Background: an optimization exercise with open tools, aiming at small area. Do not read the settings as production practice. The RTL was checked by simulation tests, not by an equivalence proof against the original design. Power figures rest on the tool's default switching activity, not on a simulated workload.

north:
Design GraphicDriver, start of the top module:
module GraphicDriver(clk, reset, VGA_HS, VGA_VS, VGA_R, VGA_G, VGA_B, VGA_SYNC_N, VGA_BLANK_N, KEY, enable, getAttack, blood1, blood2, magic, life, command);
clock: 8.0 ns
lec_check: 0
abc_area: 1
cap_margin: 20
core_margin: 2
core_utilization: 50
gpl_timing_driven: 0
setup_slack_margin: 0.3
slew_margin: 20
standard.sh (not shown) runs the stock make flow with config.mk's settings and CLKGATE_MAP_FILE= SYNTH_SCRIPT=/design/flow/synth_recipe.tcl, a recipe that flattens the netlist after the stock synthesis.
==> flow/flow/run.sh <==
#!/bin/bash
# Own layout flow: the standard synthesis, then the combinational logic of its
# netlist is re-mapped for area (flip-flop cells and their names are kept),
# then the standard ORFS flow from floorplan on, with 1x port buffers.
# Every tool's output goes to a log file of its own in this folder.
set -euo pipefail
W=$PWD
R=$W/orfs/results/sky130hd/GraphicDriver/base
LIB=$FLOW_HOME/platforms/sky130hd/lib/sky130_fd_sc_hd__tt_025C_1v80.lib

# 1. standard synthesis
bash standard.sh synth > $W/log_1_standard_synth.log 2>&1
cp $R/1_2_yosys.v $W/std_1_2_yosys.v

# 2. re-map the combinational logic for area
DU=$(sed -n '/DONT_USE_CELLS += /,/^#/p' $FLOW_HOME/platforms/sky130hd/config.mk | grep -o 'sky130_fd_sc_hd__[a-z0-9_]*' | sed 's/^/-dont_use /' | tr '\n' ' ')
cp $W/flow/remap.abc $W/remap.abc
cat > $W/remap.ys <<EOS
read_liberty -ignore_miss_func $LIB
read_verilog $W/std_1_2_yosys.v
hierarchy -top GraphicDriver
setattr -mod -set keep_hierarchy 1 sky130_fd_sc_hd__dfxtp_1
flatten
opt_clean -purge
abc -D 8000 -script $W/remap.abc -liberty $LIB $DU
opt_clean -purge
hilomap -singleton -hicell sky130_fd_sc_hd__conb_1 HI -locell sky130_fd_sc_hd__conb_1 LO
insbuf -buf sky130_fd_sc_hd__buf_4 A X
opt_clean -purge
select GraphicDriver
write_verilog -noattr -noexpr -selected $W/remapped.v
EOS
yosys -s $W/remap.ys > $W/log_2_remap.log 2>&1
cp $W/remapped.v $R/1_2_yosys.v
rm -f $R/1_synth.odb $R/1_synth.sdc
bash standard.sh synth > $W/log_3_synth_odb.log 2>&1

# 3. floorplan to final layout
bash standard.sh BUFFER_PORTS_ARGS="-buffer_cell sky130_fd_sc_hd__buf_1" finish > $W/log_4_finish.log 2>&1
==> flow/flow/remap.abc <==
strash; balance; dch -f; map -D 5500; topo; buffer -c; upsize -c; dnsize -c
--- input diff north..south ---
- SETUP_SLACK_MARGIN: 0.3 -> 0.2
==> flow/flow/remap.abc <==
strash; balance; dch -f; map -D 4500; topo; buffer -c; upsize -c; dnsize -c
Findings:
Diff north -> south | post-cts sizing count | decrease of 1
The worst setup slack number comes out lower for north vs south.
Core utilization: south lower than north
south: total chip power about 6.4% below north
Compared with north, in south number of standard cells in the final layout excluding fillers went down; summed instance area of the synthesized netlist closely matched the old numbers; met3 layer wire length in the routed design saw an increase; synthesis-to-layout area growth fell by 2.4 points.

GraphicDriver, a different RTL version from the one above (not shown whole).
Size in the first run: ~1700 cells after synthesis, roughly 86 I/O pins, roughly 0.010 sq mm of cells after synthesis.
// GraphicDriver
module GraphicDriver(clk, reset, VGA_HS, VGA_VS, VGA_R, VGA_G, VGA_B, VGA_SYNC_N, VGA_BLANK_N, KEY, enable, getAttack, blood1, blood2, magic, life, command);
Settings: LEC_CHECK=0, ABC_AREA=1, CAP_MARGIN=20, CORE_MARGIN=2, CORE_UTILIZATION=50, GPL_TIMING_DRIVEN=0, SETUP_SLACK_MARGIN=0.2, SLEW_MARGIN=20; clock period 8.0 ns.
==> flow/flow/remap.abc <==
strash; balance; dch -f; map -D 4500 -a; topo; buffer -c; upsize -c; dnsize -c
Scripts as last shown in full above: flow/flow/run.sh
Then changed:
==> flow/flow/remap.abc (replaced) <==
strash; balance; dch -f; map -D 4500; topo; buffer -c; upsize -c; dnsize -c
CORE_UTILIZATION = 55   (was 50)
SETUP_SLACK_MARGIN = 0.05   (was 0.2)
Effect: The new run produced a clean layout; final area is about the same; cell count falls by about 2.3%; global-route usage rises by 5.6 points; routed wire length rises by about 4%; sequential power hardly moves; sequential cell count does not change; total power went up by 5.2%; synthesized area increases by about 0.7%; clock skew came out higher by 0.0035 ns.
Then changed:
CORE_UTILIZATION = 50   (was 55)
CTS_BUF_LIST = sky130_fd_sc_hd__clkbuf_8   (was unset)
SETUP_SLACK_MARGIN = 0.2   (was 0.05)
Total power is lower by a few percent.
Wire length came out lower by a few percent.
Count of clock-buffer cells in the layout does not change.
Design area decreases slightly.
Combinational power hardly moves.
Global-route usage came out lower by 5.0 points.
Worst hold slack gets better by 0.027 ns.

-- static timing again, ports no longer ideal --
The results above use ideal ports. As a check the final layouts listed here were re-extracted and re-timed, cells and wires unchanged. Step 1 (the two cells are an assumption about what drives the block):
set clk [get_ports {clk}]
set_driving_cell -lib_cell sky130_fd_sc_hd__clkbuf_16 $clk
set_driving_cell -lib_cell sky130_fd_sc_hd__buf_2 [delete_from_list [all_inputs] $clk]
Step 2 also shifts input and output timing later by t, the mid clock arrival at the registers, as if the neighbouring blocks saw the same clock. Slacks: no drivers / after step 1 / after step 2; pairs: no drivers / after step 1.
run	shift t [ns]	setup WS [ns]	worst slew at a driven data input, ns
north	0.389	0.435 / 0.435 / 0.435	0.03
south	0.395	0.536 / 0.536 / 0.536	0.05
the first run of note 2	0.392	0.519 / 0.519 / 0.519	0.05
the second run of note 2	0.392	0.433 / 0.433 / 0.433	0.05
the third run of note 2	0.415	0.486 / 0.486 / 0.486	0.05
After both steps setup and hold are still met in every run listed.
